This design comes from an exercise in tuning for small area, a short achievable clock period and few clock cycles per item on the open sky130 flow, not from production work.
Function was checked by simulation only, so behaviour that the tests miss may differ from the original.

`flow/run.sh`:
```
#!/bin/bash
# synth_recipe.tcl (not shown) runs the flow's synth.tcl, then flattens the netlist and writes it again
# the make line also repeats each setting of config.mk as NAME=value (left out here)
make -C /OpenROAD-flow-scripts/flow DESIGN_CONFIG=/design/flow/config.mk WORK_HOME=/design/flow/orfs CLKGATE_MAP_FILE= SYNTH_SCRIPT=/design/flow/synth_recipe.tcl finish
```
`flow/config.mk`:
```
export PLATFORM = sky130hd
export DESIGN_NAME = speck_rc4_keygen
export DESIGN_NICKNAME = speck_rc4_keygen
export VERILOG_FILES = /design/flow/design.v
export SDC_FILE = /design/flow/constraint.sdc
export NUM_CORES = 4
export LEC_CHECK = 0
export ABC_CLOCK_PERIOD_IN_PS = 4000
export CAP_MARGIN = 20
export CORE_MARGIN = 2
export CORE_UTILIZATION = 40
export SETUP_SLACK_MARGIN = 2.5
export SLEW_MARGIN = 20
```
`flow/constraint.sdc`:
```
create_clock -name core_clock -period 7.0 [get_ports {clk}]
set_input_delay 1.4000 -clock core_clock [delete_from_list [all_inputs] [get_ports {clk}]]
set_output_delay 1.4000 -clock core_clock [all_outputs]
set_load 0.01 [all_outputs]
```
`flow/design.v`:
```
`timescale 1ns / 1ps
module adder_speck(ain1,
             ain2,
             add_out
    );
    input [63:0] ain1;
    input [63:0] ain2;
    output [63:0] add_out;
    assign add_out = ain1+ain2;
endmodule
`timescale 1ns / 1ps
module shift_right_speck(in,
                   out
    );
    input[63:0] in;
    output[63:0] out;
    assign out = (in>>7);
endmodule
`timescale 1ns / 1ps
module shift_left_speck(in,
                  out
    );
    input[63:0] in;
    output[63:0] out;
    assign out = (in<<2);
endmodule
`timescale 1ns / 1ps
module adder_rc4(input [3:0] in1,in2,
             output [4:0] out
    );
        assign out = in1+in2;
endmodule
`timescale 1ns / 1ps
module mod16_rc4(input  [4:0] in,
              output [3:0] out
    );
    assign out = (in % 16);
endmodule
`timescale 1ns / 1ps
module speck_rc4_keygen (
    input             clk,
    input             rst,
    input             start,
    input      [63:0] X,
    input      [63:0] Y1,
    input      [63:0] K1,
    input      [63:0] H1,
    input      [3:0]  add_to_read,
    output            ready,
    output     [3:0]  out,
    output     [31:0] final_out
);
    reg        idle, speck, hash, ksa, prga, flush;
    reg [3:0]  cnt;
    reg [3:0]  jsa;
    reg [3:0]  sa, sb;
    reg [3:0]  tAr, tBr, aval;
    reg        asel;
    reg [63:0] A, B, K, C;
    wire [63:0] sum   = (A >> 7) + B;
    wire [63:0] r_new = sum ^ (hash ? (A << 2) : K);    
    wire [63:0] y_new = r_new ^ (B << 2);
    wire [63:0] h0    = (y_new << 2) ^ C;               
    function [3:0] rd(input [63:0] s, input [3:0] idx);
        rd = s[4*idx +: 4];
    endfunction
    wire [3:0] i0 = cnt;
    wire [3:0] i1 = cnt + 4'd1;
    wire [3:0] ka = A[63:60];         
    wire [3:0] kb = A[59:56];         
    wire [3:0] jA  = jsa + ka;
    wire [3:0] sjA = rd(B, jA);
    wire       c1  = (jA == i1);
    wire [3:0] sbA = c1 ? sa : sb;
    wire [3:0] jkk = jsa + ka + kb;
    wire [3:0] jB  = c1 ? jkk + sa : jkk + sb;
    wire [3:0] sjB = (jB == jA) ? sa : (jB == i0) ? sjA : rd(B, jB);
    wire [3:0] tA  = sa + sjA;
    wire [3:0] tB  = sbA + sjB;
    reg [63:0] B_rc4;
    integer p;
    always @* begin
        for (p = 0; p < 16; p = p + 1)
            B_rc4[4*p +: 4] = (p[3:0] == jB) ? sbA :
                              (p[3:0] == i1) ? sjB :
                              (p[3:0] == jA) ? sa  :
                              (p[3:0] == i0) ? sjA : B[4*p +: 4];
    end
    wire       ksa_last = ksa && (cnt == 4'd14);
    wire [3:0] n0 = ksa_last ? 4'd1 : cnt + 4'd2;
    wire [3:0] n1 = ksa_last ? 4'd2 : cnt + 4'd3;
    wire [3:0] sa_nx = (n0 == jB) ? sbA : (n0 == jA) ? sa : rd(B, n0);
    wire [3:0] sb_nx = (n1 == jB) ? sbA : (n1 == jA) ? sa : rd(B, n1);
    wire [3:0] ksA = asel ? aval : rd(B, tAr);
    wire [3:0] ksB = rd(B, tBr);
    reg [63:0] S_init;
    always @* begin
        for (p = 0; p < 16; p = p + 1)
            S_init[4*p +: 4] = p[3:0];
    end
    always @(posedge clk) begin
        if (rst) begin
            idle  <= 1'b1;
            speck <= 1'b0;
            hash  <= 1'b0;
            ksa   <= 1'b0;
            prga  <= 1'b0;
            flush <= 1'b0;
        end else begin
            if (idle && start) begin
                idle  <= 1'b0;
                speck <= 1'b1;
            end
            if (speck && cnt == 4'd6) begin
                speck <= 1'b0;
                hash  <= 1'b1;
            end
            if (hash && cnt == 4'd7) begin
                hash <= 1'b0;
                ksa  <= 1'b1;
            end
            if (ksa_last) begin
                ksa  <= 1'b0;
                prga <= 1'b1;
            end
            if (prga && cnt == 4'd15) begin
                prga  <= 1'b0;
                flush <= 1'b1;
            end
            if (flush) begin
                flush <= 1'b0;
                idle  <= 1'b1;
            end
        end
    end
    always @(posedge clk) begin
        if (idle || flush) begin
            cnt <= 4'd0;
        end else if (speck) begin
            cnt <= (cnt == 4'd6) ? 4'd0 : cnt + 4'd1;
        end else if (hash) begin
            cnt <= (cnt == 4'd7) ? 4'd0 : cnt + 4'd1;
            jsa <= 4'd0;
            sa  <= 4'd0;
            sb  <= 4'd1;
        end else begin
            cnt  <= n0;
            jsa  <= (ksa_last ? 4'd0 : jB) + sa_nx;
            sa   <= sa_nx;
            sb   <= sb_nx;
            tAr  <= tA;
            tBr  <= tB;
            asel <= (tA == i1) || (tA == jB);
            aval <= (tA == i1) ? sbA : sjB;
        end
    end
    always @(posedge clk) begin
        if (idle) begin
            if (start)
                A <= X;
            B <= Y1;
            K <= K1;
            C <= H1;
        end else if (speck) begin
            A <= (cnt == 4'd6) ? h0 : r_new;
            B <= (cnt == 4'd6) ? K : y_new;
        end else if (hash) begin
            A <= r_new;
            if (cnt == 4'd7)
                B <= S_init;
        end else begin    
            A <= {A[55:0], (ksa ? 8'd0 : {ksA, ksB})};
            B <= B_rc4;
        end
    end
    assign ready = idle;
    wire [3:0] KS [0:15];
    genvar gi;
    generate
        for (gi = 0; gi < 16; gi = gi + 1) begin : g_ks
            assign KS[gi] = A[63 - 4*gi -: 4];
        end
    endgenerate
    assign out       = KS[add_to_read];
    assign final_out = {KS[0] ^ KS[2],  KS[1] ^ KS[3],
                        KS[4] ^ KS[6],  KS[5] ^ KS[7],
                        KS[8] ^ KS[10], KS[9] ^ KS[11],
                        KS[12] ^ KS[14], KS[13] ^ KS[15]};
endmodule
```
==> summary.md <==
| Metric | Value |
|---|---|
| Max cap viols | 0 |
| Synth cell types | approximately 100 |
| Worst Path Required | about 7.3 ns |
| Area contributors post-synth | edfxtp_1 (31%), xnor2_1 (5.8%), mux2i_1 (5.1%), mux4_2 (4.9%), xor2_1 (4.4%) |
| Final core utilization | 0.535 |
| CTS Root Cell | clkbuf_16 |
| Slew Viols, Final | 0 |
| Clk buf depth | 3 |
| Final instance area | 36100 um2 |
| Initial Utilization | 0.405 |
| Die Area | 70500 um2 |
| YS warnings | 1 |
| #FFs+latches synth | approximately 290 |
| Tot GR Track Use | 0.428 |
| Worst-margin pin slew | between 1 and 1.5 ns |
| Arrival time at the worst endpoint | 5.72 ns |
| Total negative slack | 0 ns |
| DRC errors left | 0 |
| CTS tree | built |
| Area Overhead vs Synth | 31.9% |
| Fraction of layout cells with a size suffix above 1 | 0.211 |
| Post-synth EDFFs | 281 |
| CP Launch Type | flop |
| Synthesized instance count | between 2000 and 3000 |
| Leading cell type by number of instances after synthesis | nand2_1 |
| Avg WL per Cell | 36.5 um |
| Min-Delay Path Depth | 1 |
| Clock transition at path regs | 0.06 ns |
| Post-route ant nets | 0 |
| Final WL | 155000 um |
| Clock sinks | 291 |
| Port Buffers | approximately 300 |
| Die width | between 200 and 300 um |
| Fin crit share | 0.773 |
| Vias in the first global route | 28500 |
| Vias post-DR | 29300 |
| Final nets | between 3000 and 4000 |
| DR vias/cell | 6.87 |
| Register area share after synthesis | 0.316 |
| Place WS | roughly 1.1 ns |
| DR iter-0 viols | 4261 |
| Std-Cell Rows | 95 |
| DP HPWL | ~110000 um |
| CTS buffer count | 38 |
| Clock latency on the worst-skew pair | 0.59 ns |
| Max FO, Critical Path | 6 |
| Die Ht | 266 um |
| Worst setup EP type | flop |
| Final setup margin | 1.59 ns |
| Core area | 67500 um2 |
| Reg2reg path depth | 24 |
| Sequential Area | 8650 um2 |
| Endpoints failing setup | 0 |
| Syn nets | 3324 |
| Clock Skew | 0.0273 ns |
| # fillers | 6130 |
| Synth top cells by count | nand2_1 (299), edfxtp_1 (281), nor2_1 (197), clkbuf_1 (192), a21oi_1 (185) |
| DR pass1 iterations | 7 |
| Slew headroom | 0.149 |
| Critical path class | flop to flop |
| Status | timing/DRC/antenna clean |
| Syn Area/Cell | 9.20 um2 |
| Hold Path Class | flop to flop |
| Synth async-reset ratio | 0 |
| First-pass GRT wire length | 215000 um |
| Share of the synthesized area in the top cell type | 0.308 |
| Placed Area | 32000 um2 |
| I/O Pins | 300 |
| Multi-input gate area | 19300 um2 |
| Gr ovfl total | 0 |
| Final RePlAce weighted congestion | 1.05 |
| H-tree depth | 2 |
| Netlist Area Pre-Place | 27400 um2 |
| Ys flop type | edfxtp_1 |
| Fmax | approximately 0.18 GHz |
| Final hold vios | 0 |
| Largest net degree at the start of global routing | around 70 |
| Final critical-path required period | about 5.4 ns |
| RSZ-0062 raised after global routing | true |
| Yosys top cell by area | edfxtp_1 |
| Initial antenna violation count | 3 |
-- timing repair --
item	4_1_cts	5_1_grt
resized for setup	230	151
cloned	6	0
pin swaps	74	68
setup buffers	83	61
setup endpoints to repair	180	171
hold buffers	0	0
-- cells by family after synthesis --
| family | share of synthesized area |
|---|---|
| buf+inv | 0.0408 |
| compound gates | 0.235 |
| mux | 0.118 |
| fa+ha+maj | 0.0407 |
| simple gates | 0.132 |
| xor+xnor | 0.118 |
| flops | 0.316 |
-- placed cells by master, fill, tap and decap left out, types with 134 or more instances in the layout --
cell / netlist / final
nand2_1: 299 / 290
xnor2_1: 181 / 166
clkdlybuf4s50_1: 0 / 291
xor2_1: 137 / 134
o21ai_0: 168 / 137
edfxtp_1: 281 / 281
mux2i_1: 139 / 135
nor2_1: 197 / 162
a21oi_1: 185 / 169
buf_4: 3 / 213
-- layout make-up --
cell class                 instances  share of cell area
antenna                            2            0.000139
clock inverter                    21             0.00482
clock buffer                      44              0.0270
timing repair buffer             581               0.157
sequential                       291               0.240
tap                              873              0.0303
multi-input combinational       2395               0.536
inverter                          54             0.00575
-- per-stage QoR --
step                hold slack (ns)  cells
detailed placement            0.455   4044
finish                        0.473   4261
global route                  0.492   4259
CTS                           0.467   4198
global placement              0.445   4044
floorplan                     0.423   2975
-- flip-flops by register name (all words and copies together) (netlist names) --
name   count
asel       1
cnt        4
hash       1
sb         4
ksa        1
tBr        4
prga       1
C         64
jsa        4
B         64
speck      1
flush      1
idle       1
sa         4
A         64
tAr        4
aval       4
K         64
-- worst max-delay path, cell delays in order (launching register included) --
cell and delay [ns]:
edfxtp_1 0.46, ha_4 0.21, fa_2 0.62, xor2_2 0.11
nor3_4 0.30, and2_4 0.26, mux2_4 0.33, ha_4 0.32
nand2_4 0.08, a221oi_4 0.26, a21oi_4 0.06, and2_4 0.15
xnor3_2 0.29, xnor2_2 0.16, nand4_1 0.12, buf_6 0.17
nor2_4 0.12, a21oi_4 0.05, inv_2 0.08, ha_4 0.19
a21o_1 0.21, a21oi_2 0.21, xnor2_2 0.15, xnor2_1 0.17
nor2_1 0.07
-- layer usage --
metal	vias to the layer above	share of wire	track usage
li1	12100	-	-
met5	-	0.000084	0
met4	2	0.071	0.241
met3	524	0.13	0.123
met1	14300	0.38	0.561
met2	2337	0.42	0.633
-- final timing paths --
kind / start / endpoint / slack, ns
worst max-delay path: A[60]$_DFFE_PP_ / jsa[3]$_SDFFCE_PP0P_ / 1.59
worst min-delay path: prga$_SDFFE_PP0P_ / prga$_SDFFE_PP0P_ / 0.47
worst max register to register: A[60]$_DFFE_PP_ / jsa[3]$_SDFFCE_PP0P_ / 1.59
worst min register to register: prga$_SDFFE_PP0P_ / prga$_SDFFE_PP0P_ / 0.47
Testbench counts, summed over its fixed seeds: cycles 10,560, items 320.

-- port drivers added, routing unchanged --
How much do the figures lean on ideal ports? The routed layout below was timed once more, with nothing changed but the port constraints. Step 1: set_driving_cell puts a clkbuf_16 on clk and a buf_2 on each other input, an assumption about the parent block. Step 2 adds t to the input delays and takes it off the output delays; t is the mean of the earliest and latest rising clock arrival at the registers after step 1. Input paths then give back, and output paths get back, about the clock's delay inside the block. Three values: ideal, step 1, step 2; two values: the first two.
t, ns: 0.648
setup slack, ns: 1.591 / 1.591 / 1.591
worst register clock-pin slew, ns: 0.07 / 0.07
worst data-port slew with drivers (ns): 0.11
After both steps this run still meets setup and hold. The setup slack of this run moves by 0.000 ns with the drivers and by 0.000 ns with both steps.
